This design comes from an exercise in tuning for small area and a short achievable clock period on the open sky130 flow, not from production work. RTL that was checked went through simulation tests only; none was proved equivalent to the original. For runs 2 to 7, only the layout was checked, not whether the RTL still works. Power is estimated from default activity; no workload was simulated.

$ cat config.mk
export PLATFORM = sky130hd
export DESIGN_NAME = xspi_top
export DESIGN_NICKNAME = xspi_top
export VERILOG_FILES = /design/flow/design.v
export SDC_FILE = /design/flow/constraint.sdc
export NUM_CORES = 4
export LEC_CHECK = 0
export CAP_MARGIN = 20
export CORE_MARGIN = 2
export CORE_UTILIZATION = 40
export SLEW_MARGIN = 20
$ cat constraint.sdc
create_clock -name core_clock -period 7.0 [get_ports {clk}]
set_input_delay 1.4000 -clock core_clock [delete_from_list [all_inputs] [get_ports {clk}]]
set_output_delay 1.4000 -clock core_clock [all_outputs]
set_load 0.01 [all_outputs]
$ cat design.v
module xspi_top (
    input  wire        clk,       
    input  wire        rst_n,     
    input  wire        start,     
    input  wire [7:0]  command,   
    input  wire [47:0] address,   
    input  wire [63:0] wr_data,   
    output wire [63:0] rd_data,   
    output wire        done,      
    output wire        ready,     
    output wire        xspi_cs_n,  
    output wire [7:0]  xspi_io     
);
    wire        cs_n;            
    wire        sck;             
    wire [7:0]  master_io_out;   
    wire [7:0]  slave_io_out;    
    wire        master_io_oe;    
    wire        slave_io_oe;     
    wire [7:0]  io_bus;          
    assign io_bus = master_io_oe ? master_io_out : 
                    slave_io_oe  ? slave_io_out  : 8'h00;
    assign xspi_cs_n = cs_n;
    assign xspi_io   = io_bus;
    xspi_sopi_controller master (
        .clk(clk),
        .rst_n(rst_n),
        .cs_n(cs_n),
        .sck(sck),
        .io_out(master_io_out),
        .io_in(io_bus),
        .io_oe(master_io_oe),
        .start(start),
        .command(command),
        .address(address),
        .wr_data(wr_data),
        .rd_data(rd_data),
        .done(done)
    );
    xspi_sopi_slave slave (
        .clk(clk),
        .rst_n(rst_n),
        .cs_n(cs_n),
        .sck(sck),
        .io_out(slave_io_out),
        .io_in(io_bus),
        .io_oe(slave_io_oe),
        .ready(ready)
    );
endmodule
module xspi_sopi_controller (
    input  wire        clk,       
    input  wire        rst_n,     
    output reg         cs_n,      
    output reg         sck,       
    output reg [7:0]   io_out,    
    input  wire [7:0]  io_in,     
    output reg         io_oe,     
    input  wire        start,     
    input  wire [7:0]  command,   
    input  wire [47:0] address,   
    input  wire [63:0] wr_data,   
    output reg [63:0]  rd_data,   
    output reg         done       
);
    reg [2:0] state;          
    reg [2:0] next_state;     
    localparam STATE_IDLE      = 3'd0;  
    localparam STATE_CMD       = 3'd1;  
    localparam STATE_ADDR      = 3'd2;  
    localparam STATE_WR_DATA   = 3'd3;  
    localparam STATE_RD_DATA   = 3'd4;  
    localparam STATE_FINISH    = 3'd5;  
    reg [3:0] byte_cnt;       
    reg [63:0] rdata_buf;     
    always @(posedge clk or negedge rst_n) begin
        if (!rst_n)
            state <= STATE_IDLE;
        else
            state <= next_state;
    end
    always @(*) begin
        next_state = state;
        case (state)
            STATE_IDLE:
                if (start)
                    next_state = STATE_CMD;
            STATE_CMD:
                    next_state = STATE_ADDR;
            STATE_ADDR:
              if (byte_cnt == 6) 
                next_state = (command == 8'hFF) ? STATE_RD_DATA : (command == 8'hA5) ? STATE_WR_DATA : STATE_FINISH; 
            STATE_WR_DATA:
              if (byte_cnt == 14)
                    next_state = STATE_FINISH;
            STATE_RD_DATA:
              if (byte_cnt == 15)
                    next_state = STATE_FINISH;
            STATE_FINISH:
                next_state = STATE_IDLE;
            default:
                next_state = STATE_IDLE;
        endcase
    end
    always @(posedge clk or negedge rst_n) begin
        if (!rst_n) begin
            cs_n     <= 1'b1;
            sck      <= 1'b0;
            io_out   <= 8'h00;
            io_oe    <= 1'b0;
            done     <= 1'b0;
            rd_data  <= 64'h0;
            rdata_buf <= 64'h0;
            byte_cnt <= 4'd0;
        end else begin
            case (state)
                STATE_IDLE: begin
                    cs_n     <= 1'b1;
                    sck      <= 1'b0;
                    io_oe    <= 1'b0;
                    done     <= 1'b0;
                    byte_cnt <= 4'd0;
                end
                STATE_CMD: begin
                    cs_n     <= 1'b0;
                    io_oe    <= 1'b1;
                    io_out   <= command;
                    byte_cnt <= byte_cnt + 1;
                end
                STATE_ADDR: begin
                  io_oe    <= 1'b1;
                  case (byte_cnt)
                        1: io_out <= address[47:40];
                        2: io_out <= address[39:32];
                        3: io_out <= address[31:24];
                        4: io_out <= address[23:16];
                        5: io_out <= address[15:8];
                        6: io_out <= address[7:0];
                  endcase
                    byte_cnt <= byte_cnt + 1;
                end
                STATE_WR_DATA: begin
                  io_oe    <= 1'b1;
                  case (byte_cnt)
                    7: io_out <= wr_data[63:56];
                        8: io_out <= wr_data[55:48];
                        9: io_out <= wr_data[47:40];
                        10: io_out <= wr_data[39:32];
                       11: io_out <= wr_data[31:24];
                       12: io_out <= wr_data[23:16];
                       13: io_out <= wr_data[15:8];
                       14: io_out <= wr_data[7:0];
                  endcase
                    byte_cnt <= byte_cnt + 1;
                end
                STATE_RD_DATA: begin
                    io_oe <= 1'b0;
                  case (byte_cnt)
                        8: rdata_buf[63:56] <= io_in;
                        9: rdata_buf[55:48] <= io_in;
                        10: rdata_buf[47:40] <= io_in;
                        11: rdata_buf[39:32] <= io_in;
                        12: rdata_buf[31:24] <= io_in;
                        13: rdata_buf[23:16] <= io_in;
                        14: rdata_buf[15:8]  <= io_in;
                        15: rdata_buf[7:0]   <= io_in;
                  endcase
                    byte_cnt <= byte_cnt + 1;
                end
                STATE_FINISH: begin
                    cs_n    <= 1'b1;
                    io_oe   <= 1'b0;
                    done    <= 1'b1;
                    rd_data <= rdata_buf;
                end
            endcase
        end
    end
endmodule
module xspi_sopi_slave (
    input  wire        clk,       
    input  wire        rst_n,     
    input  wire        cs_n,      
    input  wire        sck,       
    output reg [7:0]   io_out,    
    input  wire [7:0]  io_in,     
    output reg         io_oe,     
    output reg         ready      
);
    reg [2:0] state;          
    localparam STATE_IDLE      = 3'd0;  
    localparam STATE_CMD       = 3'd1;  
    localparam STATE_ADDR      = 3'd2;  
    localparam STATE_WR_DATA   = 3'd3;  
    localparam STATE_RD_DATA   = 3'd4;  
    localparam STATE_DONE      = 3'd5;  
    reg [3:0] byte_cnt;       
    reg [7:0]  command_reg;   
    reg [47:0] addr_reg;      
    reg [63:0] data_reg;      
    reg [63:0] mem ;    
  always @(negedge clk or negedge rst_n) begin
        if (!rst_n) begin
            state      <= STATE_IDLE;
            io_out     <= 8'h00;
            io_oe      <= 1'b0;
            byte_cnt   <= 4'd0;
            ready      <= 1'b0;
            command_reg <= 8'h00;
            addr_reg   <= 48'h0;
            data_reg   <= 64'h0;
        end else begin
            if (cs_n) begin
                state    <= STATE_CMD;
                io_oe    <= 1'b0;
                byte_cnt <= 0;
                ready    <= 1'b0;
            end else begin
                case (state)
                    STATE_IDLE: begin
                        byte_cnt <= 0;
                        state    <= STATE_CMD;
                    end
                    STATE_CMD: begin
                        command_reg <= io_in;
                        byte_cnt    <= 1;
                        state       <= STATE_ADDR;
                    end
                    STATE_ADDR: begin
                        case (byte_cnt)
                            1: addr_reg[47:40] <= io_in;
                            2: addr_reg[39:32] <= io_in;
                            3: addr_reg[31:24] <= io_in;
                            4: addr_reg[23:16] <= io_in;
                            5: addr_reg[15:8]  <= io_in;
                            6: addr_reg[7:0]   <= io_in;
                        endcase
                        byte_cnt <= byte_cnt + 1;
                        if (byte_cnt == 6)
                            state <= (command_reg == 8'hFF) ? STATE_RD_DATA :
                                     (command_reg == 8'hA5) ? STATE_WR_DATA : STATE_DONE;
                    end
                    STATE_WR_DATA: begin
                        case (byte_cnt)
                            7: data_reg[63:56] <= io_in;
                            8: data_reg[55:48] <= io_in;
                            9: data_reg[47:40] <= io_in;
                           10: data_reg[39:32] <= io_in;
                           11: data_reg[31:24] <= io_in;
                           12: data_reg[23:16] <= io_in;
                           13: data_reg[15:8]  <= io_in;
                           14: data_reg[7:0]   <= io_in;
                        endcase
                        byte_cnt <= byte_cnt + 1;
                      if (byte_cnt == 14) begin
                            mem <= {io_in, data_reg[55:0]};  
                            state <= STATE_DONE;
                        end
                    end
                    STATE_RD_DATA: begin
                      if (byte_cnt == 6)
                        data_reg <= mem;
                        io_oe  <= 1'b1;
                        case (byte_cnt)
                            7: io_out <= data_reg[63:56];
                            8: io_out <= data_reg[55:48];
                            9: io_out <= data_reg[47:40];
                           10: io_out <= data_reg[39:32];
                           11: io_out <= data_reg[31:24];
                           12: io_out <= data_reg[23:16];
                           13: io_out <= data_reg[15:8];
                           14: io_out <= data_reg[7:0];
                        endcase
                        byte_cnt <= byte_cnt + 1;
                      if (byte_cnt == 14)
                            state <= STATE_DONE;
                    end
                    STATE_DONE: begin
                        io_oe <= 1'b0;
                        ready <= 1'b1;
                    end
                    default: state <= STATE_IDLE;
                endcase
            end
        end
    end
endmodule
$ cat run.sh
#!/bin/bash
# synth_recipe.tcl (not shown) runs the flow's synth.tcl, then flattens the netlist and writes it again
# the make line also repeats each setting of config.mk as NAME=value (left out here)
make -C /OpenROAD-flow-scripts/flow DESIGN_CONFIG=/design/flow/config.mk WORK_HOME=/design/flow/orfs CLKGATE_MAP_FILE= SYNTH_SCRIPT=/design/flow/synth_recipe.tcl finish
==> key figures, run 1 <==
Outcome
  • Run status: no timing/DRC/antenna violations

Logic synthesis
  • Largest cells by area after synthesis: dfrtp_1 (28%), dfrtn_1 (17%), edfxtp_1 (15%)
  • Asr flop ratio synth: 78.6%
  • Post-Syn Nets: ~1,300
  • Unique cell type count in the Yosys netlist: 58
  • Synthesized area: between 10,000 and 15,000 sq um
  • Post-synth top cells: nand2_1 (171), dfrtp_1 (145), o21ai_1 (106)
  • Mean Syn Cell Area: about 11 sq um
  • Gate Count Post-Synth: between 1,000 and 1,500
  • Synth warn: 2
  • Post-synth EDFFs: 64
  • Synthesis-stage register bit count: between 200 and 300
  • Seq/Total Area, Yosys: about three fifths
  • Share of the synthesized area in the top cell type: between 20% and 30%
  • Most common cell in the netlist: nand2_1
  • Cell taking the most area after synthesis: dfrtp_1
  • Ys flop type: dfrtp_1

Place
  • Dpl hpwl: roughly 24 mm
  • Number of buffers added on ports: roughly 200
  • Place WS: between 500 and 600 ps
  • GP Congestion: 0.808
  • # placed instances: ~1,700

Clock network
  • CTS tree: done
  • H-tree depth: 1
  • Num Clock Sinks: 299
  • Clk pin slew, worst setup/hold paths: 50 ps
  • Inserted Clock Buffers: 30
  • Clock Latency Late Sink: 610 ps
  • Root buffer cell: clkbuf_16
  • Worst-case clock buffer depth: 3

Detailed routing
  • Met2 WL: 17.0 mm
  • Iteration-0 DRC count of the detailed router: about 760
  • Final wirelength: 37.3 mm
  • Max layer used: met4
  • ANT nets after route: 0
  • First-pass DRT Iterations: 5
  • Routed met1 length: ~17 mm
  • DR WL/cell: ~20 um
  • Vias: around 10,000
  • Routed vias/inst: between 5 and 6
  • Detailed-route DRC error count: 0
  • WL met3: ~2.2 mm

Power
  • Psw: ~2.1 mW
  • P per Cell Area: 350 nW/um^2
  • Flop pwr share: between 40% and 50%
  • Sw frac: between 30 and 40%
  • Design internal power: around 3.7 mW
  • Worst VDD drop: between 0.0002 and 0.00025 V
  • Tot Pwr: roughly 5.8 mW
  • Clock share of power: around 30%
  • Comb pwr share: roughly 30%
  • P_leak: just over 7 nW

Cells and area
  • Diodes inserted: 0
  • Area delta synth->final: 28.0%
  • Layout cells sized above 1: a little under a tenth
  • Final Instance Count excl. Fillers: between 1,500 and 2,000
  • Net count reported at finish: roughly 1,500

Global routing
  • GRT Residual Overflow: 0
  • Total track usage: between 20 and 25%
  • First-pass GRT wire length: 57.3 mm
  • Initial antenna violation count: 0
  • Vias in the first global route: 9,815
  • Largest net degree at the start of global routing: ~170

Critical path
  • CP Capture Type: output pin
  • Worst-path cell chain: nor2b_2 > buf_4 > a22oi_2 > inv_2 > clkdlybuf4s50_1
  • Slowest CP cell: clkdlybuf4s50_1
  • Worst path bufs/invs: 3
  • Largest stage delay, worst path: between 500 and 600 ps
  • CP delay by family, top: buffers and inverters
  • Startpoint types: flip-flop
  • WS Path Type: reg2out
  • CP arrival: between 5000 and 6000 ps
  • Critical path fanouts, max: 3
  • Critical Path RT: 5600 ps

Run
  • Max-cap viol count: 0

Timing
  • RSZ-0062 raised after global routing: false
  • Setup WS post-layout: around 90 ps
  • Final hold vios: 0
  • Final setup fails: 0
  • Final hold slack: between 400 and 500 ps
  • Max_slew headroom: 36.4%
  • Worst Tran Pin Value: roughly 950 ps
  • Setup TNS: 0 ps
  • Setup Skew: between 70 and 80 ps
  • Max Transition Viols Final: 0

Die
  • Core region area: 31,700 sq um
  • Die width: between 150 and 200 um
  • Die area: 33,700 sq um
  • Placement Rows: 65
  • Initial Utilization: between 40% and 50%
  • Vert. Die Dim: around 180 um
  • IO Count: roughly 200

Min path
  • Tightest Hold Check Type: reg2reg
[cells by family (layout without fill, tap and decap cells)]
kind of cell / count (synthesis) / count (layout) / share of synthesized area [%]
mux: 105 / 105 / 8.85
simple gates: 275 / 275 / 9.16
compound gates: 360 / 360 / 16.9
fa+ha+maj: 9 / 9 / 0.872
buf+inv: 118 / 379 / 3.63
xor+xnor: 2 / 2 / 0.136
flops: 299 / 299 / 60.4
[layer usage]
layer  up-vias  global-route usage, %
met5         -                      0
met4         0                   7.04
met3        57                   3.03
met2       317                   34.6
met1      4955                   31.5
li1       4713                      -
[per-stage QoR]
step                      area [sq um]  util, %
final                            16500     52.1
after global routing             16500     52.1
after CTS                        16500     52.1
after detailed placement         15300     48.3
after global placement           15300     48.3
after floorplan                  12900        -
[repair_timing]
item | in CTS | in global routing
hold buffers | 0 | 0
setup buffers | 0 | 0
endpoints found under the setup margin | 4 | 6
resized for setup | 3 | 6
[power groups by stage]
stage / Sequential, mW / Combinational, mW / Clock (mW)
finish: 2.35 / 1.73 / 1.71
global route: 2.38 / 1.91 / 1.85
detailed placement: 2.36 / 1.74 / 0.0553
global placement: 2.36 / 1.71 / 0.0553
CTS: 2.34 / 1.75 / 1.75
floorplan: 2.22 / 1.17 / 0.0553
[final timing paths]
path | endpoint | depth (start not counted) | slack (ps) | start
min in group asynchronous | master.io_out[0] | 2 | 1080 | rst_n
setup / recovery | xspi_io[2] | 5 | 90 | slave.io_oe
max in group asynchronous | slave.data_reg[60] | 2 | 1900 | rst_n
hold reg to reg | slave.io_out[7] | 2 | 440 | slave.io_out[7]
hold / removal | slave.io_out[7] | 2 | 440 | slave.io_out[7]
setup reg to reg | slave.data_reg[9] | 7 | 1350 | master.io_oe
[area by class of cell]
cell class              instances  area [sq um]
clock buffers                  38           842
clock inverters                80           367
fillers                      2895         15200
inverters                      40           150
multi-input cells             751          4660
flip-flops and latches        299          7800
well taps                     402           503
repair buffers                221          2210
[cell usage in the layout (no fill, tap or decap), drive strengths merged, types with 13 or more instances in the layout]
master,synthesis,layout
nand2,171,171
a21oi,58,58
nor2,43,43
dfrtp,145,145
clkbuf,56,38
mux2i,31,31
inv,41,106
buf,21,25
a222oi,13,13
a22oi,39,39
clkdlybuf4s50,0,190
edfxtp,64,64
dfrtn,89,89
o21ai,190,190
nor3,13,13
a221oi,13,13
mux2,74,74
[worst reg2reg max path, delay by kind of cell, from the launching register on]
kind | cells | cell delay [ps]
DFF | 1 | 680
buffers and inverters | 2 | 470
AOI/OAI and AO/OA | 3 | 450
and+or+nand+nor | 2 | 380
==> run 2, diff against run 1 <==
==> design.v (replaced) <==
module xspi_top (
    input  wire        clk,
    input  wire        rst_n,
    input  wire        start,
    input  wire [7:0]  command,
    input  wire [47:0] address,
    input  wire [63:0] wr_data,
    output reg  [63:0] rd_data,
    output reg         done,
    output reg         ready,
    output reg         xspi_cs_n,
    output reg  [7:0]  xspi_io
);
    reg  [4:0]  cyc;
    reg         is_wr;       
    reg         is_rd;       
    reg         clr_pend;    
    reg  [63:0] mem;         
    wire is_oth = ~is_wr & ~is_rd;
    wire c0  = (cyc == 5'd0);
    wire c1  = (cyc == 5'd1);
    wire c8  = (cyc == 5'd8);
    wire c16 = (cyc == 5'd16);
    wire c17 = (cyc == 5'd17);
    wire c1_7  = (cyc >= 5'd1) & (cyc <= 5'd7);
    wire c9_15 = (cyc >= 5'd9) & (cyc <= 5'd15);
    reg [4:0] cyc_nx;
    always @(*) begin
        if (c0)
            cyc_nx = start ? 5'd1 : 5'd0;
        else if ((c8 & is_oth) | (c16 & is_wr) | c17)
            cyc_nx = 5'd0;
        else
            cyc_nx = cyc + 5'd1;
    end
    always @(posedge clk or negedge rst_n) begin
        if (!rst_n)
            cyc <= 5'd0;
        else
            cyc <= cyc_nx;
    end
    always @(posedge clk or negedge rst_n) begin
        if (!rst_n)
            clr_pend <= 1'b1;
        else if (c8)
            clr_pend <= 1'b0;
    end
    always @(posedge clk) begin
        if (c1) begin
            is_wr <= (command == 8'hA5);
            is_rd <= (command == 8'hFF);
        end
    end
    wire data_nx = (c8 & ~is_oth) | c9_15;
    wire [7:0] data_byte =
          ({8{is_wr & (cyc == 5'd8)}}  & wr_data[63:56])
        | ({8{is_wr & (cyc == 5'd9)}}  & wr_data[55:48])
        | ({8{is_wr & (cyc == 5'd10)}} & wr_data[47:40])
        | ({8{is_wr & (cyc == 5'd11)}} & wr_data[39:32])
        | ({8{is_wr & (cyc == 5'd12)}} & wr_data[31:24])
        | ({8{is_wr & (cyc == 5'd13)}} & wr_data[23:16])
        | ({8{is_wr & (cyc == 5'd14)}} & wr_data[15:8])
        | ({8{is_wr & (cyc == 5'd15)}} & wr_data[7:0])
        | ({8{is_rd & data_nx}}        & mem[63:56]);
    wire [7:0] io_nx =
          ({8{c1}}              & command)
        | ({8{cyc == 5'd2}}     & address[47:40])
        | ({8{cyc == 5'd3}}     & address[39:32])
        | ({8{cyc == 5'd4}}     & address[31:24])
        | ({8{cyc == 5'd5}}     & address[23:16])
        | ({8{cyc == 5'd6}}     & address[15:8])
        | ({8{cyc == 5'd7}}     & address[7:0])
        | data_byte;
    always @(posedge clk) begin
        xspi_io   <= io_nx;
        xspi_cs_n <= ~(c1_7 | (c8 & ~is_oth) | c9_15 | (c16 & is_rd));
        done      <= (c8 & is_oth) | (c16 & is_wr) | c17;
        ready     <= c16 & is_rd;
    end
    reg mem_wr;      
    reg mem_rot;     
    reg rd_sh;       
    always @(posedge clk) begin
        mem_wr  <= is_wr & (cyc >= 5'd8) & (cyc <= 5'd15);
        mem_rot <= is_rd & (cyc >= 5'd7) & (cyc <= 5'd14);
        rd_sh   <= is_rd & (cyc >= 5'd8) & (cyc <= 5'd15);
    end
    wire [7:0] mem_in = (is_wr ? xspi_io : mem[63:56]) & {8{~clr_pend}};
    always @(posedge clk) begin
        if (clr_pend | mem_wr | mem_rot)
            mem <= {mem[55:0], mem_in};
    end
    always @(posedge clk) begin
        if (clr_pend | rd_sh)
            rd_data <= {rd_data[55:0], xspi_io & {8{~clr_pend}}};
    end
endmodule
--- a/config.mk
+++ b/config.mk
@@ -5,7 +5,9 @@
 export SDC_FILE = /design/flow/constraint.sdc
 export NUM_CORES = 4
 export LEC_CHECK = 0
+export ABC_CLOCK_PERIOD_IN_PS = 2300
 export CAP_MARGIN = 20
 export CORE_MARGIN = 2
 export CORE_UTILIZATION = 40
+export SETUP_SLACK_MARGIN = 4.6
 export SLEW_MARGIN = 20
==> run 2 against run 1 <==
Clock power decreased by 48%. Register-to-register slack better by 3400 ps. Final area decreased by 47%. Still clean.
==> key figures, run 2 <==
Cells and area
  • Fillers: 1,203
  • Commonest non-fill, non-tap cell in the layout: edfxtp_1
  • Reg area: 4350 sq um
  • Area delta synth->final: 47.5%
  • Biggest regs: mem x64, rd_data x64, xspi_io x8
  • Layout cells sized above 1: between 20% and 30%
  • Diodes inserted: 0
  • Multi-input gate area: 1550 sq um
  • Net count reported at finish: 751
  • Commonest non-fill, non-tap cells in the layout: edfxtp_1 (130), clkdlybuf4s50_1 (122), buf_2 (70)
  • Design Area, Final: 8740 sq um

Critical path
  • CP arrival: between 2000 and 3000 ps
  • Cells on worst reg2reg path: 7
  • Startpoint types: input pin
  • R2R setup slack: between 4000 and 5000 ps
  • Largest stage delay, worst path: 410 ps
  • Critical Path RT: 7270 ps
  • Worst setup path endpoint: xspi_io[2]
  • Worst-path cell chain: clkdlybuf4s50_1 > a221oi_1 > a211oi_1 > nor3_1 > nand3_1
  • Critical path fanouts, max: 1
  • R2r startpoint: cyc[0]
  • Slowest CP cell: clkdlybuf4s50_1
  • CP Capture Type: flip-flop
  • FF-to-FF End: xspi_io[7]
  • WS Path Type: in2reg
  • CP startpoint: wr_data[42]

Logic synthesis
  • Post-synthesis simple-gate area fraction: under 10%
  • Mux cell area share after synthesis: about 5.4%
  • Mean Syn Cell Area: ~16 sq um
  • Largest cells by area after synthesis: edfxtp_1 (66%), mux2i_1 (5.1%), dfxtp_1 (4.7%)
  • Synthesized area: around 5900 sq um
  • Post-synthesis compound-gate area fraction: under 10%
  • Post-Syn Nets: a little over 500
  • Share of the synthesized area in the top cell type: 65.8%
  • Gate Count Post-Synth: around 380
  • Cell taking the most area after synthesis: edfxtp_1
  • Largest family of logic cells by synthesized area: simple AND/OR/NAND/NOR gates
  • Synth warn: 1
  • XOR/XNOR Fraction of Synth Area: less than 1%
  • Post-Synth Adder-Cell Area: about 1.1%
  • Post-synth EDFFs: 130
  • Seq/Total Area, Yosys: about three quarters
  • Unique cell type count in the Yosys netlist: 56
  • Asr flop ratio synth: roughly 4.0%
  • Post-synth top cells: edfxtp_1 (130), mux2i_1 (30), nor2_1 (27)
  • Ys flop type: edfxtp_1
  • Most common cell in the netlist: edfxtp_1
  • Synthesis-stage register bit count: 150

Die
  • Core region area: about 15,000 sq um
  • Die width: ~130 um
  • Die area: 15,800 sq um
  • IO Count: a little under 200
  • Vert. Die Dim: approximately 130 um
  • Initial Utilization: between 40% and 50%
  • Placement Rows: 44

Power
  • Design internal power: 2.29 mW
  • Comb pwr share: roughly 28%
  • Clock share of power: a little over a quarter
  • Worst VDD drop: ~0.00023 V
  • Sw frac: about 30%
  • P per Cell Area: 374 nW/um^2
  • Flop pwr share: 44.7%
  • P_leak: roughly 3.3 nW
  • Psw: approximately 1 mW

Place
  • Dpl hpwl: 11.4 mm
  • Number of buffers added on ports: 197
  • GP Congestion: ~0.87
  • Placed Instance Area: roughly 8100 sq um
  • Place WS: about 4000 ps

Timing
  • Worst Tran Pin Value: around 800 ps
  • Setup Skew: between 7 and 8 ps
  • Setup WS post-layout: between 4000 and 5000 ps
  • Max_slew headroom: 46.7%
  • F_max: roughly 420 MHz
  • Final hold vios: 0
  • Final setup fails: 0
  • RSZ-0062 raised after global routing: true
  • Setup TNS: 0 ps
  • Final min period: 2390 ps
  • Max Transition Viols Final: 0
  • Fin crit share: between 30 and 40%

Detailed routing
  • Iteration-0 DRC count of the detailed router: 278
  • DR WL/cell: between 15 and 20 um
  • Vias: between 4,000 and 5,000
  • Routed vias/inst: ~5.2
  • First-pass DRT Iterations: 4
  • Final wirelength: 16.2 mm
  • Detailed-route DRC error count: 0
  • ANT nets after route: 0

Clock network
  • H-tree depth: 4
  • Clk pin slew, worst setup/hold paths: ~60 ps
  • Worst-case clock buffer depth: 2
  • CTS tree: done
  • Clock Latency Late Sink: 410 ps
  • Inserted Clock Buffers: 17
  • CTS Hold Buffers Added: 0
  • Num Clock Sinks: 150
  • Root buffer cell: clkbuf_16

Outcome
  • Run status: no timing/DRC/antenna violations

Run
  • Max-cap viol count: 0

Global routing
  • Largest net degree at the start of global routing: 65
  • Total track usage: ~21%
  • First-pass GRT wire length: 24.7 mm
  • Initial antenna violation count: 1
  • GRT Residual Overflow: 0
  • Vias in the first global route: 4,301

Min path
  • Tightest Hold Check Type: reg2reg
## run 2: cell count changes in the layout (fill, tap and decap cells not counted), moves of 42 or more
| cell | delta |
|---|---|
| inv_1 | -96 |
| clkdlybuf4s50_1 | -68 |
| dfrtp_1 | -141 |
| edfxtp_1 | +66 |
| dfrtn_1 | -89 |
| mux2_2 | -42 |
| o21ai_1 | -105 |
| o21ai_0 | -83 |
| nand2_1 | -159 |
| buf_2 | +70 |
| a21oi_1 | -53 |
## run 2: critical path, delay by kind of cell
kind / cells / cell delay, ps
AOI/OAI and AO/OA: 2 / 380
buffers and inverters: 1 / 410
and+or+nand+nor: 2 / 480
## run 2: worst min path at each step
stage | start | to | slack [ps] | depth (start not counted)
2_1_floorplan | mem[2] | mem[10] | 400 | 0
3_3_place_gp | mem[3] | mem[11] | 410 | 0
3_5_place_dp | mem[17] | mem[25] | 400 | 0
4_1_cts | mem[17] | mem[25] | 420 | 0
5_1_grt | mem[42] | mem[50] | 430 | 0
6_report | mem[17] | mem[25] | 420 | 0
## run 2: through the flow
step | total power, mW | utilization (%) | cells | hold slack (ps)
after global placement | 2.34 | 55.5 | 744 | 406
after detailed placement | 2.36 | 55.5 | 744 | 405
after CTS | 3.26 | 59.1 | 806 | 419
final | 3.27 | 60.2 | 820 | 416
after global routing | 3.44 | 60.2 | 820 | 429
after floorplan | 1.93 | - | 382 | 400
## run 2: layout make-up
| class | count | area share [%] |
|---|---|---|
| clock buffer | 22 | 5.79 |
| clock inverter | 10 | 1.03 |
| multi-input combinational | 202 | 17.7 |
| sequential | 150 | 49.8 |
| tap | 184 | 2.63 |
| inverter | 7 | 0.300 |
| timing repair buffer | 245 | 22.8 |
## run 2: kinds of logic after synthesis
kind of cell,Yosys count
muxes,32
and+or+nand+nor,97
DFF,150
buffers and inverters,30
adders and majority gates,5
xor gates and xnor gates,2
AOI/OAI and AO/OA,66
## run 2: what timing repair did
item | in CTS | in global routing
cloned | 0 | 0
pin swaps | 2 | 1
setup endpoints to repair | 83 | 48
buffers inserted | 30 | 14
gates resized for setup | 311 | 22
## run 2: power by group through the flow
stage               sequential, mW  clock [mW]  combinational (mW)
floorplan                     1.46           0               0.475
global placement              1.48           0               0.863
detailed placement            1.49           0               0.877
CTS                           1.48       0.910               0.873
global route                  1.49       0.955               0.994
finish                        1.46       0.893               0.915
## run 2: per-layer routing
layer  wire, um  GRT usage, %
met1       6880          26.7
met2       8040          33.9
met5         13             0
met3       1050          7.05
met4        195          5.49
==> run 3, diff against run 2 <==
--- a/config.mk
+++ b/config.mk
@@ -5,9 +5,7 @@
 export SDC_FILE = /design/flow/constraint.sdc
 export NUM_CORES = 4
 export LEC_CHECK = 0
-export ABC_CLOCK_PERIOD_IN_PS = 2300
 export CAP_MARGIN = 20
 export CORE_MARGIN = 2
 export CORE_UTILIZATION = 40
-export SETUP_SLACK_MARGIN = 4.6
 export SLEW_MARGIN = 20
==> run 3 against run 2 <==
Hold slack worse by 1.1 ps. Via count is 3.7% lower. Clock-buffer cell count is 4 lower. Final area is 1.1% lower. Die area stayed put. Synthesized cell count stayed put. Utilization is 0.64 points lower. Largest cell class unchanged. Largest power group unchanged.
==> key figures, run 3 <==
Timing
  • Final hold vios: 0
  • Final min period: 2840 ps
  • Setup WS post-layout: roughly 4200 ps
  • Final setup fails: 0
  • RSZ-0062 raised after global routing: false
  • Setup Skew: approximately 7.8 ps
  • F_max: between 300 and 400 MHz
  • Setup TNS: 0 ps
  • Fin crit share: between 40% and 50%
  • Max Transition Viols Final: 0
  • Worst Tran Pin Value: 824 ps
  • Max_slew headroom: 45.1%

Clock network
  • Total setup buffers inserted after CTS: 0
  • H-tree depth: 4
  • Num Clock Sinks: 150
  • CTS tree: done
  • Clk pin slew, worst setup/hold paths: around 60 ps
  • CTS Hold Buffers Added: 0
  • Clock Latency Late Sink: a little over 400 ps
  • Inserted Clock Buffers: 17
  • PostCTS Resize Cnt: 0
  • Root buffer cell: clkbuf_16
  • Worst-case clock buffer depth: 2

Cells and area
  • Reg area: between 4000 and 5000 sq um
  • Layout cells sized above 1: 8.45%
  • Net count reported at finish: ~700
  • Area delta synth->final: 45.9%
  • Commonest non-fill, non-tap cell in the layout: clkdlybuf4s50_1
  • Multi-input gate area: 1470 sq um
  • Diodes inserted: 0
  • Commonest non-fill, non-tap cells in the layout: clkdlybuf4s50_1 (197), edfxtp_1 (130), mux2i_1 (30)
  • Fillers: roughly 1,200
  • Final Instance Count excl. Fillers: 776
  • Biggest regs: mem x64, rd_data x64, xspi_io x8

Detailed routing
  • ANT nets after route: 0
  • First-pass DRT Iterations: 5
  • Detailed-route DRC error count: 0
  • Iteration-0 DRC count of the detailed router: 348
  • Final wirelength: 15.5 mm
  • Vias: approximately 4,100
  • Routed vias/inst: around 5.3
  • DR WL/cell: ~20 um

Place
  • Number of buffers added on ports: 197
  • Dpl hpwl: 11.3 mm
  • Place WS: approximately 4000 ps
  • # placed instances: 744
  • GP Congestion: a little under 0.9

Run
  • Max-cap viol count: 0

Global routing
  • Total track usage: between 15 and 20%
  • Initial antenna violation count: 1
  • Largest net degree at the start of global routing: 65
  • GRT Residual Overflow: 0
  • First-pass GRT wire length: ~24 mm
  • Vias in the first global route: between 4,000 and 5,000

Power
  • Clock share of power: between 20% and 30%
  • Tot Pwr: 3.24 mW
  • Psw: between 0.9 and 1 mW
  • P_leak: just over 3 nW
  • Worst VDD drop: around 0.00027 V
  • Flop pwr share: approximately 45%
  • Comb pwr share: a little over a quarter
  • P per Cell Area: around 370 nW/um^2
  • Design internal power: between 2 and 2.5 mW
  • Sw frac: 29.2%

Critical path
  • CP delay by family, top: buffers and inverters
  • WS Path Type: reg2out
  • Critical path fanouts, max: 3
  • Worst-path cell chain: clkdlybuf4s50_1
  • Worst path bufs/invs: 1
  • Largest stage delay, worst path: about 600 ps
  • Startpoint types: flip-flop
  • CP startpoint: xspi_io[5]
  • Slowest CP cell: clkdlybuf4s50_1
  • R2r startpoint: cyc[1]
  • Critical Path RT: ~5600 ps
  • CP Capture Type: output pin
  • CP arrival: around 1400 ps

Logic synthesis
  • Synthesis-stage register bit count: 150
  • Ys flop type: edfxtp_1
  • Share of the synthesized area in the top cell type: 65.8%
  • Post-synth EDFFs: 130
  • Mean Syn Cell Area: about 16 sq um
  • Asr flop ratio synth: under 10%
  • Synth warn: 1
  • Seq/Total Area, Yosys: between 70% and 80%
  • Largest cells by area after synthesis: edfxtp_1 (66%), mux2i_1 (5.1%), dfxtp_1 (4.7%)
  • Most common cell in the netlist: edfxtp_1
  • Post-synth top cells: edfxtp_1 (130), mux2i_1 (30), nor2_1 (27)
  • Gate Count Post-Synth: ~380
  • Post-Syn Nets: 510
  • Synthesized area: about 6000 sq um
  • Cell taking the most area after synthesis: edfxtp_1
  • Unique cell type count in the Yosys netlist: 56

Min path
  • Hold path start: mem[41]
  • Tightest Hold Check Type: reg2reg

Die
  • Placement Rows: 44
  • Die area: 15,800 sq um
  • Core region area: approximately 15,000 sq um
  • Initial Utilization: just over 40%
  • Vert. Die Dim: between 100 and 150 um
  • Die width: between 100 and 150 um
  • IO Count: a little under 200

Outcome
  • Run status: no timing/DRC/antenna violations
## run 3: cell counts after synthesis
Identical to the previous run, type by type.
## run 3: final timing paths
check,end,slack [ps],cells past startpoint
worst max-delay path,xspi_io[5],4160,1
worst max register to register,xspi_io[7],4310,7
worst min register to register,mem[49],420,0
worst min-delay path,mem[49],420,0
min in group asynchronous,cyc[4],1240,1
max in group asynchronous,clr_pend,5490,1
## run 3: power groups by stage
stage	Clock [mW]	Combinational [mW]	Sequential, mW
final	0.899	0.876	1.47
after global routing	0.955	0.954	1.50
after CTS	0.921	0.882	1.47
after detailed placement	0	0.875	1.48
after global placement	0	0.868	1.48
after floorplan	0	0.475	1.46
## run 3: layout make-up
class	instances	share of cell area, %
Sequential cell	150	50.1
Timing Repair Buffer	201	23.1
Multi-Input combinational cell	202	17.0
Clock buffer	18	4.96
Tap cell	184	2.66
Clock inverter	14	1.82
Inverter	7	0.304
## run 3: metal layers
| layer | share of wire (%) | up-vias | track usage, % | routed length [um] |
|---|---|---|---|---|
| met3 | 7.2 | 15 | 6.24 | 1120 |
| met4 | 0.94 | 0 | 5.62 | 146 |
| met2 | 49 | 168 | 32.3 | 7630 |
| met5 | 0 | - | 0 | 0 |
| li1 | - | 1894 | - | - |
| met1 | 43 | 2010 | 25.6 | 6620 |
## run 3: worst register-to-register path, stage by stage, from the launching register on
cell       delay [ps]
dfrtp_1           470
ha_1              460
and3_1            300
ha_1              180
and2_1            280
a22o_1            290
a2111oi_0         420
nand4_1           160
## run 3: cell families after synthesis
logic type | after synthesis | share of synthesized area [%]
XOR/XNOR | 2 | 0.295
AO/OA/AOI/OAI | 66 | 8.86
multiplexers | 32 | 5.44
flip-flops | 150 | 73.1
adder cells (fa/ha/maj) | 5 | 1.06
buffers and inverters | 30 | 2.11
AND/OR/NAND/NOR | 97 | 9.12
## run 3: metrics by stage
stage	utilization (%)	area [sq um]	hold WS (ps)
after floorplan	-	5930	400
after global placement	55.5	8070	404
after detailed placement	55.5	8070	405
after CTS	59.5	8650	417
after global routing	59.5	8650	430
final	59.5	8650	415
==> run 4, diff against run 3 <==
==> flow/run.sh (new file) <==
#!/bin/bash
# Standard ORFS layout, with plain buf_1 cells as the port buffers.
set -euo pipefail
export BUFFER_PORTS_ARGS="-buffer_cell sky130_fd_sc_hd__buf_1"
bash standard.sh "BUFFER_PORTS_ARGS=$BUFFER_PORTS_ARGS" finish > standard_flow.log 2>&1
==> standard.sh (new file) <==
#!/bin/bash
# synth_recipe.tcl (not shown) runs the flow's synth.tcl, then flattens the netlist and writes it again
# the make line also repeats each setting of config.mk as NAME=value (left out here)
make -C /OpenROAD-flow-scripts/flow DESIGN_CONFIG=/design/flow/config.mk WORK_HOME=/design/flow/orfs CLKGATE_MAP_FILE= SYNTH_SCRIPT=/design/flow/synth_recipe.tcl "${@:-finish}"
--- a/config.mk
+++ b/config.mk
@@ -5,7 +5,11 @@
 export SDC_FILE = /design/flow/constraint.sdc
 export NUM_CORES = 4
 export LEC_CHECK = 0
+export ABC_CLOCK_PERIOD_IN_PS = 2200
 export CAP_MARGIN = 20
 export CORE_MARGIN = 2
 export CORE_UTILIZATION = 40
+export CTS_BUF_LIST = sky130_fd_sc_hd__clkbuf_8
+export CTS_CLUSTER_SIZE = 30
+export SETUP_SLACK_MARGIN = 4.8
 export SLEW_MARGIN = 20
removed: run.sh
==> run 4 against run 3 <==
Worst setup slack improved by 430 ps. First-iteration DRC count rose by 4.9%. Clock skew rose by 1.7 ps. Flip-flop and latch count did not move. Power fell by 5.9%. Non-clock buffer count rose by 62. Maximum frequency rose by 18%.
==> key figures, run 4 <==
Outcome
  • Run status: no timing/DRC/antenna violations

Die
  • IO Count: between 150 and 200
  • Vert. Die Dim: approximately 130 um
  • Die area: 15,800 sq um
  • Initial Utilization: approximately two fifths
  • Core region area: 14,500 sq um
  • Placement Rows: 44
  • Die width: 126 um

Clock network
  • Clock Latency Late Sink: ~430 ps
  • Root buffer cell: clkbuf_8
  • H-tree depth: 4
  • Worst-case clock buffer depth: 2
  • Clk pin slew, worst setup/hold paths: roughly 80 ps
  • CTS tree: done
  • Inserted Clock Buffers: 17
  • Num Clock Sinks: 150

Timing
  • Worst Tran Pin Value: 864 ps
  • Final min period: about 2400 ps
  • Setup Skew: 9.45 ps
  • F_max: 416 MHz
  • Setup TNS: 0 ps
  • Fin crit share: around 34%
  • Final hold slack: 416 ps
  • RSZ-0062 raised after global routing: true
  • Max Transition Viols Final: 0
  • Final setup fails: 0
  • Final hold vios: 0
  • Max_slew headroom: between 40% and 50%

Cells and area
  • Biggest regs: mem x64, rd_data x64, xspi_io x8
  • Layout cells sized above 1: a little under a third
  • Net count reported at finish: about 770
  • Diodes inserted: 0
  • Area delta synth->final: 34.0%
  • Fin util: a little over half
  • Fillers: between 1,000 and 1,500
  • Commonest non-fill, non-tap cell in the layout: buf_1
  • Commonest non-fill, non-tap cells in the layout: buf_1 (132), edfxtp_1 (130), buf_4 (64)

Critical path
  • FF-to-FF End: xspi_io[1]
  • Critical Path RT: approximately 5600 ps
  • Cells on worst reg2reg path: 6
  • CP arrival: 1000 ps
  • Worst-path cell chain: clkbuf_2
  • Slowest CP cell: edfxtp_1
  • CP delay by family, top: flip-flops
  • WS Path Type: reg2out
  • Critical path fanouts, max: 2
  • Worst path bufs/invs: 1
  • Startpoint types: flip-flop
  • R2R setup slack: just under 5000 ps
  • Largest stage delay, worst path: between 400 and 500 ps
  • R2r startpoint: cyc[1]
  • CP Capture Type: output pin

Power
  • Worst VDD drop: 0.000169 V
  • P per Cell Area: 384 nW/um^2
  • P_leak: around 2.9 nW

Detailed routing
  • ANT nets after route: 0
  • Detailed-route DRC error count: 0
  • Final wirelength: 15.8 mm
  • Iteration-0 DRC count of the detailed router: between 300 and 400
  • DR WL/cell: between 15 and 20 um
  • First-pass DRT Iterations: 4
  • Routed vias/inst: ~5.2
  • Vias: about 4,300

Logic synthesis
  • Synthesis-stage register bit count: 150
  • Unique cell type count in the Yosys netlist: 56
  • Synthesized area: approximately 5900 sq um
  • Largest cells by area after synthesis: edfxtp_1 (66%), mux2i_1 (5.1%), dfxtp_1 (4.7%)
  • Post-synth top cells: edfxtp_1 (130), mux2i_1 (30), nor2_1 (27)
  • Synth warn: 1
  • Post-Syn Nets: 510
  • Most common cell in the netlist: edfxtp_1
  • Mean Syn Cell Area: 15.5 sq um
  • Seq/Total Area, Yosys: roughly three quarters
  • Asr flop ratio synth: 4.00%
  • Share of the synthesized area in the top cell type: between 60% and 70%
  • Post-synth EDFFs: 130
  • Gate Count Post-Synth: about 380
  • Ys flop type: edfxtp_1
  • Cell taking the most area after synthesis: edfxtp_1

Global routing
  • Vias in the first global route: 4,296
  • GRT Residual Overflow: 0
  • Grt met3 use: between 5 and 6%
  • Largest net degree at the start of global routing: 65
  • Met2 usage: between 30 and 40%
  • Initial antenna violation count: 0
  • Met1 usage: between 20% and 30%
  • Total track usage: roughly a fifth
  • First-pass GRT wire length: 23.8 mm
  • Gr busiest metal: met2

Min path
  • Tightest Hold Check Type: reg2reg
  • Hold path start: mem[17]
  • Hold path endpoint: mem[25]
  • Hold Crit Depth: 0

Place
  • GP Congestion: 0.984
  • Number of buffers added on ports: 197
  • Dpl hpwl: between 10 and 15 mm

Run
  • Max-cap viol count: 0
[run 4: cell families (layout without fill, tap and decap cells)]
family,after synthesis,in the layout,share of synthesized area (%)
simple gates,97,97,9.12
compound gates,66,66,8.86
flops,150,150,73.1
buf+inv,30,302,2.11
xor+xnor,2,2,0.295
mux,32,32,5.44
fa+ha+maj,5,5,1.06
[run 4: timing repair]
| item | 4_1_cts | 5_1_grt |
|---|---|---|
| endpoints found under the hold margin | 0 | 0 |
| hold buffers | 0 | 0 |
| setup buffers | 36 | 27 |
| pin swaps | 0 | 3 |
| resized for setup | 46 | 68 |
| endpoints found under the setup margin | 83 | 83 |
[run 4: stage by stage]
| step | worst slack, ps | cell area [sq um] | total power [mW] | std cells |
|---|---|---|---|---|
| final | 4600 | 7950 | 3.05 | 838 |
| after global routing | 4530 | 7950 | 3.21 | 838 |
| after CTS | 4560 | 7620 | 2.99 | 811 |
| after detailed placement | 4400 | 6840 | 2.23 | 743 |
| after global placement | 4390 | 6840 | 2.21 | 743 |
| after floorplan | 4750 | 5950 | 1.94 | 382 |
[run 4: layout make-up]
type	instances	area, sq um	area share (%)
clock inverter	15	139	1.75
clock buffer	17	234	2.94
sequential	150	4370	55.0
multi-input combinational	202	1550	19.4
tap	184	230	2.90
timing repair buffer	263	1400	17.7
inverter	7	26.3	0.331
[run 4: how the worst max path moves through the flow]
stage	startpoint	slack [ps]	depth (start not counted)	end
floorplan	address[9]	4750	4	xspi_io[1]
global placement	wr_data[40]	4390	5	xspi_io[0]
detailed placement	wr_data[40]	4400	5	xspi_io[0]
CTS	rd_data[14]	4560	1	rd_data[14]
global route	rd_data[25]	4530	1	rd_data[25]
finish	rd_data[25]	4600	1	rd_data[25]
[run 4: layer usage]
metal	share of wire, %	wire, um	up-vias
li1	-	-	2016
met2	47	7480	161
met3	5.9	932	22
met4	1.6	255	0
met5	0	0	-
met1	45	7120	2121
[run 4: power breakdown]
group | switching [mW] | internal (mW) | leakage [nW]
registers | 0.129 | 1.34 | 1.38
clock network | 0.312 | 0.311 | 0.183
logic | 0.530 | 0.434 | 1.34
total | 0.971 | 2.08 | 2.90
==> run 5, diff against run 4 <==
--- a/config.mk
+++ b/config.mk
@@ -9,7 +9,5 @@
 export CAP_MARGIN = 20
 export CORE_MARGIN = 2
 export CORE_UTILIZATION = 40
-export CTS_BUF_LIST = sky130_fd_sc_hd__clkbuf_8
-export CTS_CLUSTER_SIZE = 30
 export SETUP_SLACK_MARGIN = 4.8
 export SLEW_MARGIN = 20
==> run 5 against run 4 <==
Still clean. Sequential share of layout area shrank 1.2 points. Hold slack worse by 7.1 ps. Final area is 2.1% higher. First-iteration DRC count is 0.55% lower. Register-to-register slack about the same. Clock power rose by 38%. Largest cell class unchanged. Highest routed layer unchanged. Die area did not move.
==> key figures, run 5 <==
Min path
  • Tightest Hold Check Type: reg2reg
  • Hold path start: mem[21]
  • Hold Crit Depth: 0
  • Hold path endpoint: mem[29]

Detailed routing
  • First-pass DRT Iterations: 4
  • Final wirelength: 15.9 mm
  • Routed vias/inst: ~5.2
  • DR WL/cell: between 15 and 20 um
  • Vias: between 4,000 and 5,000
  • Iteration-0 DRC count of the detailed router: 363
  • ANT nets after route: 0
  • Detailed-route DRC error count: 0

Critical path
  • CP delay by family, top: flip-flops
  • Worst-path cell chain: buf_6
  • Critical path fanouts, max: 2
  • CP Capture Type: output pin
  • Cells on worst reg2reg path: 6
  • CP arrival: a little under 1000 ps
  • WS Path Type: reg2out
  • Worst path bufs/invs: 1
  • R2r startpoint: cyc[1]
  • Critical Path RT: between 5000 and 6000 ps
  • Startpoint types: flip-flop
  • Slowest CP cell: edfxtp_1
  • R2R setup slack: just under 5000 ps
  • FF-to-FF End: xspi_io[7]
  • Largest stage delay, worst path: 430 ps

Cells and area
  • Biggest regs: mem x64, rd_data x64, xspi_io x8
  • Commonest non-fill, non-tap cells in the layout: buf_1 (132), edfxtp_1 (130), buf_4 (59)
  • Layout cells sized above 1: between 30% and 40%
  • Commonest non-fill, non-tap cell in the layout: buf_1
  • Net count reported at finish: roughly 760
  • Final Instance Count excl. Fillers: roughly 830
  • Fillers: between 1,000 and 1,500
  • Area delta synth->final: 36.8%
  • Diodes inserted: 0
  • Design Area, Final: just over 8000 sq um

Timing
  • Final hold vios: 0
  • Setup TNS: 0 ps
  • Max_slew headroom: between 40% and 50%
  • Fin crit share: 34.1%
  • Worst Tran Pin Value: between 800 and 900 ps
  • Final min period: ~2400 ps
  • Setup Skew: about 12 ps
  • RSZ-0062 raised after global routing: true
  • Max Transition Viols Final: 0
  • F_max: 419 MHz
  • Final hold slack: between 400 and 500 ps
  • Final setup fails: 0

Logic synthesis
  • Mean Syn Cell Area: about 16 sq um
  • Synthesized area: between 5000 and 6000 sq um
  • Most common cell in the netlist: edfxtp_1
  • Cell taking the most area after synthesis: edfxtp_1
  • Unique cell type count in the Yosys netlist: 56
  • Asr flop ratio synth: under 10%
  • Post-Syn Nets: 510
  • Synth warn: 1
  • Ys flop type: edfxtp_1
  • Gate Count Post-Synth: 382
  • Post-synth EDFFs: between 100 and 150
  • Largest cells by area after synthesis: edfxtp_1 (66%), mux2i_1 (5.1%), dfxtp_1 (4.7%)
  • Post-synth top cells: edfxtp_1 (130), mux2i_1 (30), nor2_1 (27)
  • Synthesis-stage register bit count: 150
  • Seq/Total Area, Yosys: 73.1%
  • Share of the synthesized area in the top cell type: about two thirds

Outcome
  • Run status: no timing/DRC/antenna violations

Run
  • Max-cap viol count: 0

Place
  • # placed instances: 743
  • GP Congestion: 0.984
  • Dpl hpwl: about 11 mm
  • Placed Instance Area: 6840 sq um
  • Number of buffers added on ports: roughly 200

Global routing
  • Vias in the first global route: ~4,200
  • Total track usage: between 10% and 20%
  • GRT Residual Overflow: 0
  • Initial antenna violation count: 0
  • Largest net degree at the start of global routing: 65
  • First-pass GRT wire length: 24.0 mm

Power
  • Tot Pwr: ~3.3 mW
  • P_leak: just under 3 nW
  • Worst VDD drop: approximately 0.00023 V
  • P per Cell Area: slightly above 400 nW/um^2

Clock network
  • H-tree depth: 4
  • Num Clock Sinks: 150
  • Inserted Clock Buffers: 17
  • Clock Latency Late Sink: roughly 410 ps
  • Worst-case clock buffer depth: 2
  • Clk pin slew, worst setup/hold paths: around 60 ps
  • CTS tree: done
  • CTS Hold Buffers Added: 0
  • Root buffer cell: clkbuf_16

Die
  • Core region area: ~15,000 sq um
  • Placement Rows: 44
  • Die area: 15,800 sq um
  • Initial Utilization: about two fifths
  • Vert. Die Dim: approximately 130 um
  • Die width: around 130 um
  • IO Count: a little under 200
run 5: changes by cell type in the layout (fill, tap and decap cells not counted):
cell | before | now
buf_12 | 2 | 1
buf_2 | 9 | 13
buf_4 | 64 | 59
buf_6 | 10 | 13
buf_8 | 0 | 1
clkbuf_16 | 0 | 17
clkbuf_2 | 46 | 39
clkbuf_8 | 17 | 0
dfrtp_1 | 0 | 1
dfrtp_2 | 5 | 4
nor2_1 | 26 | 25
nor2_2 | 1 | 2
run 5: area by class of cell:
cell class              instances  area (sq um)  share of cell area, %
well taps                     184           230                   2.84
multi-input cells             202          1550                   19.1
clock buffers                  17           425                   5.24
inverters                       7          26.3                  0.324
repair buffers                258          1380                   17.0
flip-flops and latches        150          4370                   53.8
clock inverters                15           139                   1.71
run 5: what timing repair did:
| item | CTS | global route |
|---|---|---|
| cloned | 0 | 0 |
| setup buffers | 34 | 24 |
| pin swaps | 0 | 2 |
| endpoints found under the setup margin | 83 | 83 |
| gates resized for setup | 52 | 63 |
run 5: metal layers:
layer	GRT usage (%)	vias to the layer above	part of all wire [%]
met1	27.7	2154	46
met5	0	-	0
met3	5.48	10	5.3
met2	31.3	163	48
met4	5.17	0	0.82
li1	-	2011	-
run 5: where the power goes:
part	switching [mW]	internal, mW	total [mW]
registers	0.138	1.34	1.48
logic	0.521	0.422	0.942
clock network	0.342	0.519	0.861
total	1.00	2.28	3.28
run 5: kinds of logic (layout without fill, tap and decap cells):
logic type / Yosys count / count (layout) / share of synthesized area, %
DFF: 150 / 150 / 73.1
adders and majority gates: 5 / 5 / 1.06
and+or+nand+nor: 97 / 97 / 9.12
xor gates and xnor gates: 2 / 2 / 0.295
muxes: 32 / 32 / 5.44
buffers and inverters: 30 / 297 / 2.11
AOI/OAI and AO/OA: 66 / 66 / 8.86
run 5: through the flow:
step / setup slack, ps / util, %
final: 4610 / 55.8
after floorplan: 4750 / -
after CTS: 4580 / 53.6
after global placement: 4390 / 47.1
after global routing: 4570 / 55.8
after detailed placement: 4400 / 47.1
run 5: worst max path at each step:
stage / from / end / slack (ps) / cells after the start
2_1_floorplan: address[9] / xspi_io[1] / 4750 / 4
3_3_place_gp: wr_data[40] / xspi_io[0] / 4390 / 5
3_5_place_dp: wr_data[40] / xspi_io[0] / 4400 / 5
4_1_cts: rd_data[18] / rd_data[18] / 4580 / 1
5_1_grt: rd_data[18] / rd_data[18] / 4570 / 1
6_report: rd_data[18] / rd_data[18] / 4610 / 1
==> run 6, diff against run 5 <==
==> flow/run.sh (replaced) <==
#!/bin/bash
# Standard ORFS layout, with plain buf_1 cells as the port buffers and a
# shallow clock tree.
set -euo pipefail
export BUFFER_PORTS_ARGS="-buffer_cell sky130_fd_sc_hd__buf_1"
export CTS_ARGS="-sink_clustering_enable -repair_clock_nets -buf_list sky130_fd_sc_hd__clkbuf_8 -root_buf sky130_fd_sc_hd__clkbuf_16 -sink_clustering_size 40 -sink_clustering_max_diameter 150 -dont_use_dummy_load"
bash standard.sh "BUFFER_PORTS_ARGS=$BUFFER_PORTS_ARGS" "CTS_ARGS=$CTS_ARGS" finish > standard_flow.log 2>&1
==> run 6 against run 5 <==
Largest power group unchanged. Clock skew increased by 9.5 ps. Synthesized cell count unchanged. Still clean on timing, DRC and antenna. First-iteration DRC count decreased by 1.4%. Power decreased by 11%. Sequential power about the same.
==> key figures, run 6 <==
Logic synthesis
  • Synthesis-stage register bit count: 150
  • Largest cells by area after synthesis: edfxtp_1 (66%), mux2i_1 (5.1%), dfxtp_1 (4.7%)
  • Unique cell type count in the Yosys netlist: 56
  • Synthesized area: 5930 sq um
  • Mean Syn Cell Area: 15.5 sq um
  • Share of the synthesized area in the top cell type: about two thirds
  • Cell taking the most area after synthesis: edfxtp_1
  • Seq/Total Area, Yosys: 73.1%
  • Gate Count Post-Synth: roughly 380
  • Most common cell in the netlist: edfxtp_1
  • Post-Syn Nets: slightly above 500
  • Asr flop ratio synth: approximately 4%
  • Synth warn: 1
  • Ys flop type: edfxtp_1
  • Post-synth EDFFs: 130
  • Post-synth top cells: edfxtp_1 (130), mux2i_1 (30), nor2_1 (27)

Critical path
  • CP arrival: roughly 900 ps
  • Startpoint types: flip-flop
  • Critical Path RT: 5600 ps
  • Slowest CP cell: edfxtp_1
  • R2R setup slack: 4910 ps
  • WS Path Type: reg2out
  • Worst path bufs/invs: 1
  • CP delay by family, top: flip-flops
  • Critical path fanouts, max: 2
  • CP Capture Type: output pin
  • Worst-path cell chain: clkbuf_2
  • Largest stage delay, worst path: ~420 ps

Cells and area
  • Design Area, Final: 7820 sq um
  • Commonest non-fill, non-tap cell in the layout: buf_1
  • Fillers: between 1,000 and 1,500
  • Commonest non-fill, non-tap cells in the layout: buf_1 (133), edfxtp_1 (130), buf_4 (64)
  • Net count reported at finish: 768
  • Multi-input gate area: about 1600 sq um
  • Reg area: about 4400 sq um
  • Biggest regs: mem x64, rd_data x64, xspi_io x8
  • Area delta synth->final: 31.9%
  • Layout cells sized above 1: 29.9%
  • Diodes inserted: 0

Clock network
  • Root buffer cell: clkbuf_16
  • CTS Hold Buffers Added: 0
  • Num Clock Sinks: 150
  • Worst-case clock buffer depth: 2
  • Inserted Clock Buffers: 17
  • CTS tree: done
  • Clk pin slew, worst setup/hold paths: 80 ps
  • H-tree depth: 4
  • Clock Latency Late Sink: about 360 ps

Timing
  • Final min period: around 2300 ps
  • Setup TNS: 0 ps
  • Max Transition Viols Final: 0
  • Max_slew headroom: between 40% and 50%
  • Fin crit share: between 30% and 40%
  • Final setup fails: 0
  • Worst Tran Pin Value: between 800 and 900 ps
  • Setup Skew: between 20 and 25 ps
  • RSZ-0062 raised after global routing: true
  • F_max: 430 MHz
  • Final hold slack: approximately 410 ps
  • Final hold vios: 0

Global routing
  • Met1 usage: 27.0%
  • First-pass GRT wire length: about 24 mm
  • GRT Residual Overflow: 0
  • Gr busiest metal: met2
  • Initial antenna violation count: 0
  • Met2 usage: about 31%
  • Grt met3 use: under 10%
  • Vias in the first global route: ~4,300
  • Largest net degree at the start of global routing: 65
  • Total track usage: approximately a fifth

Detailed routing
  • Detailed-route DRC error count: 0
  • DR WL/cell: around 19 um
  • Final wirelength: about 16 mm
  • Vias: 4,302
  • First-pass DRT Iterations: 4
  • Iteration-0 DRC count of the detailed router: 358
  • Routed vias/inst: roughly 5.2
  • ANT nets after route: 0

Die
  • IO Count: 198
  • Core region area: approximately 15,000 sq um
  • Vert. Die Dim: 126 um
  • Die area: between 15,000 and 20,000 sq um
  • Die width: ~130 um
  • Initial Utilization: between 40% and 50%
  • Placement Rows: 44

Power
  • Flop pwr share: around half
  • Psw: between 0.9 and 1 mW
  • P per Cell Area: approximately 370 nW/um^2
  • P_leak: between 2 and 3 nW
  • Tot Pwr: around 2.9 mW
  • Worst VDD drop: 0.000181 V
  • Comb pwr share: approximately a third
  • Clock share of power: between 15 and 20%
  • Design internal power: between 1.5 and 2 mW
  • Sw frac: 31.5%

Min path
  • Tightest Hold Check Type: reg2reg

Place
  • GP Congestion: between 0.9 and 1
  • Dpl hpwl: ~11 mm
  • Placed Instance Area: 6840 sq um
  • Number of buffers added on ports: approximately 200

Outcome
  • Run status: no timing/DRC/antenna violations

Run
  • Max-cap viol count: 0
## run 6: cell types whose count changed in the layout (fill, tap and decap cells not counted), sizes merged
cell | before | now
bufinv | 2 | 0
clkbuf | 56 | 60
clkinvlp | 2 | 0
clkinv | 11 | 0
## run 6: cell families after synthesis
logic type               synth area share (%)
AO/OA/AOI/OAI                            8.86
XOR/XNOR                                0.295
adder cells (fa/ha/maj)                  1.06
buffers and inverters                    2.11
flip-flops                               73.1
multiplexers                             5.44
AND/OR/NAND/NOR                          9.12
## run 6: final timing paths
path	from	to	depth (start not counted)
hold / removal	mem[21]	mem[29]	0
min in group asynchronous	rst_n	cyc[0]	1
max in group asynchronous	rst_n	clr_pend	1
setup reg to reg	cyc[1]	xspi_io[7]	6
setup / recovery	rd_data[43]	rd_data[43]	1
hold reg to reg	mem[21]	mem[29]	0
## run 6: cell type report
| type | count | share of cell area [%] |
|---|---|---|
| flip-flops and latches | 150 | 55.8 |
| well taps | 184 | 2.94 |
| repair buffers | 262 | 17.8 |
| clock buffers | 17 | 3.13 |
| multi-input cells | 202 | 20.0 |
| inverters | 7 | 0.336 |
## run 6: metal layers
layer,up-vias,routed length [um]
li1,2000,-
met1,2125,7100
met2,161,7640
met3,16,903
met4,0,201
met5,-,0
## run 6: what timing repair did
item,in CTS,in global routing
setup buffers,37,25
setup endpoints to repair,83,83
resized for setup,53,64
pin swaps,1,2
## run 6: power groups by stage
stage	Sequential [mW]	Combinational, mW	Clock, mW
detailed placement	1.49	0.743	0
global route	1.50	1.04	0.536
CTS	1.47	0.892	0.505
floorplan	1.46	0.485	0
finish	1.47	0.964	0.486
global placement	1.48	0.732	0
## run 6: stage by stage
stage | worst slack [ps] | utilization [%] | cells
4_1_cts | 4660 | 51.7 | 797
3_5_place_dp | 4400 | 47.1 | 743
2_1_floorplan | 4750 | - | 382
5_1_grt | 4620 | 53.8 | 822
3_3_place_gp | 4390 | 47.1 | 743
6_report | 4680 | 53.8 | 822
==> run 7, diff against run 6 <==
==> flow/run.sh (replaced) <==
#!/bin/bash
# Standard ORFS layout, with plain buf_1 cells as the port buffers and a
# shallow clock tree.
set -euo pipefail
export BUFFER_PORTS_ARGS="-buffer_cell sky130_fd_sc_hd__buf_1"
export CTS_ARGS="-sink_clustering_enable -repair_clock_nets -buf_list sky130_fd_sc_hd__clkbuf_16 -root_buf sky130_fd_sc_hd__clkbuf_16 -sink_clustering_size 80 -sink_clustering_max_diameter 200 -dont_use_dummy_load"
bash standard.sh "BUFFER_PORTS_ARGS=$BUFFER_PORTS_ARGS" "CTS_ARGS=$CTS_ARGS" finish > standard_flow.log 2>&1
==> run 7 against run 6 <==
Power rose by 7.0%. Critical path depth stayed put. Critical endpoint unchanged. Synthesized cell count did not move. Still clean on timing, DRC and antenna. Clock skew down 6.4 ps. Utilization is 0.94 points higher. Highest routed layer unchanged. Maximum frequency is 1.9% lower. Final area is 1.7% higher. Clock power rose by 46%.
==> key figures, run 7 <==
Timing
  • Final hold vios: 0
  • Max Transition Viols Final: 0
  • RSZ-0062 raised after global routing: true
  • Setup Skew: about 15 ps
  • Final hold slack: ~400 ps
  • Fin crit share: about a third
  • Max_slew headroom: approximately 43%
  • Final setup fails: 0
  • Final min period: 2370 ps
  • Setup TNS: 0 ps
  • F_max: approximately 420 MHz
  • Worst Tran Pin Value: about 850 ps

Run
  • Max-cap viol count: 0

Power
  • Sw frac: a little under a third
  • P per Cell Area: between 300 and 400 nW/um^2
  • Comb pwr share: 30.0%
  • Flop pwr share: 47.3%
  • Design internal power: ~2.2 mW
  • P_leak: approximately 2.9 nW
  • Clock share of power: 22.7%
  • Psw: approximately 0.95 mW
  • Worst VDD drop: 0.000224 V

Place
  • Dpl hpwl: approximately 11 mm
  • Number of buffers added on ports: 197
  • GP Congestion: around 0.98
  • # placed instances: around 740

Cells and area
  • Commonest non-fill, non-tap cells in the layout: buf_1 (132), edfxtp_1 (130), buf_4 (57)
  • Final Instance Count excl. Fillers: approximately 820
  • Layout cells sized above 1: a little under 30%
  • Biggest regs: mem x64, rd_data x64, xspi_io x8
  • Net count reported at finish: 762
  • Diodes inserted: 0
  • Area delta synth->final: 34.2%
  • Commonest non-fill, non-tap cell in the layout: buf_1

Logic synthesis
  • Post-synth top cells: edfxtp_1 (130), mux2i_1 (30), nor2_1 (27)
  • Gate Count Post-Synth: approximately 380
  • Post-Syn Nets: approximately 500
  • Synth warn: 1
  • Synthesis-stage register bit count: 150
  • Share of the synthesized area in the top cell type: between 60% and 70%
  • Seq/Total Area, Yosys: between 70% and 80%
  • Asr flop ratio synth: ~4.0%
  • Unique cell type count in the Yosys netlist: 56
  • Post-synth EDFFs: 130
  • Synthesized area: roughly 6000 sq um
  • Mean Syn Cell Area: ~16 sq um
  • Largest cells by area after synthesis: edfxtp_1 (66%), mux2i_1 (5.1%), dfxtp_1 (4.7%)
  • Cell taking the most area after synthesis: edfxtp_1
  • Most common cell in the netlist: edfxtp_1
  • Ys flop type: edfxtp_1

Clock network
  • H-tree depth: 4
  • Worst-case clock buffer depth: 2
  • Clk pin slew, worst setup/hold paths: roughly 60 ps
  • Root buffer cell: clkbuf_16
  • Clock Latency Late Sink: 400 ps
  • Inserted Clock Buffers: 17
  • Num Clock Sinks: 150
  • CTS tree: done

Critical path
  • CP delay by family, top: flip-flops
  • Critical Path RT: about 5600 ps
  • CP arrival: 970 ps
  • Startpoint types: flip-flop
  • Worst path bufs/invs: 1
  • Critical path fanouts, max: 2
  • FF-to-FF End: xspi_io[1]
  • WS Path Type: reg2out
  • R2R setup slack: approximately 5000 ps
  • Worst-path cell chain: clkbuf_2
  • Slowest CP cell: edfxtp_1
  • CP Capture Type: output pin
  • Cells on worst reg2reg path: 6
  • Largest stage delay, worst path: between 400 and 500 ps
  • R2r startpoint: cyc[0]

Detailed routing
  • Vias: roughly 4,300
  • Final wirelength: 15.8 mm
  • ANT nets after route: 0
  • DR WL/cell: a little under 20 um
  • Detailed-route DRC error count: 0
  • First-pass DRT Iterations: 4
  • Iteration-0 DRC count of the detailed router: 351
  • Routed vias/inst: 5.28

Min path
  • Tightest Hold Check Type: reg2reg
  • Hold path start: mem[17]
  • Hold path endpoint: mem[25]
  • Hold Crit Depth: 0

Die
  • IO Count: 198
  • Placement Rows: 44
  • Die area: about 16,000 sq um
  • Vert. Die Dim: 126 um
  • Core region area: ~15,000 sq um
  • Initial Utilization: ~41%
  • Die width: roughly 130 um

Global routing
  • Total track usage: 19.8%
  • GRT Residual Overflow: 0
  • Vias in the first global route: ~4,200
  • Initial antenna violation count: 0
  • First-pass GRT wire length: 23.7 mm
  • Largest net degree at the start of global routing: 65

Outcome
  • Run status: no timing/DRC/antenna violations
run 7: cell counts after synthesis:
Identical to the previous run, type by type.
run 7: layout make-up:
type / count / area (sq um)
Fill cell: 1232 / 6570
Tap cell: 184 / 230
Timing Repair Buffer: 256 / 1370
Sequential cell: 150 / 4370
Inverter: 7 / 26.3
Clock buffer: 17 / 425
Multi-Input combinational cell: 202 / 1550
run 7: cells by family (layout without fill, tap and decap cells):
family	after synthesis	after routing	share of synthesized area, %
adders and majority gates	5	5	1.06
muxes	32	32	5.44
buffers and inverters	30	280	2.11
xor gates and xnor gates	2	2	0.295
AOI/OAI and AO/OA	66	66	8.86
and+or+nand+nor	97	97	9.12
DFF	150	150	73.1
run 7: worst max path at each step:
| stage | from | to | slack (ps) | cells after the start |
|---|---|---|---|---|
| 2_1_floorplan | address[9] | xspi_io[1] | 4750 | 4 |
| 3_3_place_gp | wr_data[40] | xspi_io[0] | 4390 | 5 |
| 3_5_place_dp | wr_data[40] | xspi_io[0] | 4400 | 5 |
| 4_1_cts | rd_data[18] | rd_data[18] | 4600 | 1 |
| 5_1_grt | rd_data[43] | rd_data[43] | 4580 | 1 |
| 6_report | rd_data[43] | rd_data[43] | 4630 | 1 |
run 7: metal layers:
layer	up-vias	share of wire [%]	global-route usage, %
met5	-	0	0
met4	0	1.1	5.17
met3	15	6.4	5.73
met2	191	48	31.4
met1	2117	44	27.1
li1	1988	-	-
run 7: power groups by stage:
stage | clock [mW] | sequential [mW] | combinational [mW]
5_1_grt | 0.762 | 1.51 | 1.02
3_3_place_gp | 0 | 1.48 | 0.732
2_1_floorplan | 0 | 1.46 | 0.485
3_5_place_dp | 0 | 1.49 | 0.743
6_report | 0.709 | 1.48 | 0.936
4_1_cts | 0.725 | 1.47 | 0.866
run 7: what timing repair did:
| action | in CTS | in global routing |
|---|---|---|
| setup buffers | 34 | 22 |
| endpoints found under the setup margin | 83 | 83 |
| pin swaps | 0 | 2 |
| hold buffers | 0 | 0 |
| gates resized for setup | 50 | 66 |
run 7: through the flow:
stage / utilization (%) / worst slack [ps] / total power, mW / instance area (sq um)
floorplan: - / 4750 / 1.94 / 5950
global placement: 47.1 / 4390 / 2.21 / 6840
detailed placement: 47.1 / 4400 / 2.23 / 6840
CTS: 52.6 / 4600 / 3.06 / 7650
global route: 54.8 / 4580 / 3.28 / 7960
finish: 54.8 / 4630 / 3.12 / 7960

## what the ideal ports hide
The flow's constraints put no driver on any port. The routed layouts listed below were extracted and timed again, unchanged, in two steps. Step 1 sets driving cells, clkbuf_16 on the clock port and buf_2 on the other inputs (assumed; they add their load-dependent delay and slew). Step 2 adds t to the input delays and takes it off the output delays; t is the mean of the earliest and latest rising clock arrival at the registers after step 1. Input paths then give back, and output paths get back, about the clock's delay inside the block. Slacks: no drivers / after step 1 / after step 2; pairs: no drivers / after step 1.
run | t, ns | setup slack, ns | worst setup path at the end | pins driven straight from the clock port
run 2 | 0.446 | 4.606 / 4.587 / 4.178 | input to register | 1
run 3 | 0.443 | 4.164 / 4.126 / 4.067 | input to register | 1
run 4 | 0.460 | 4.598 / 4.565 / 4.478 | input to register | 1
run 5 | 0.442 | 4.612 / 4.574 / 4.478 | input to register | 1
run 6 | 0.385 | 4.676 / 4.638 / 4.478 | input to register | 1
run 7 | 0.436 | 4.631 / 4.591 / 4.441 | input to register | 1
After both steps setup and hold are still met in every run listed. For run 2, which loses most, drivers alone change the setup slack by -0.019 ns; drivers and shift together by -0.428 ns.
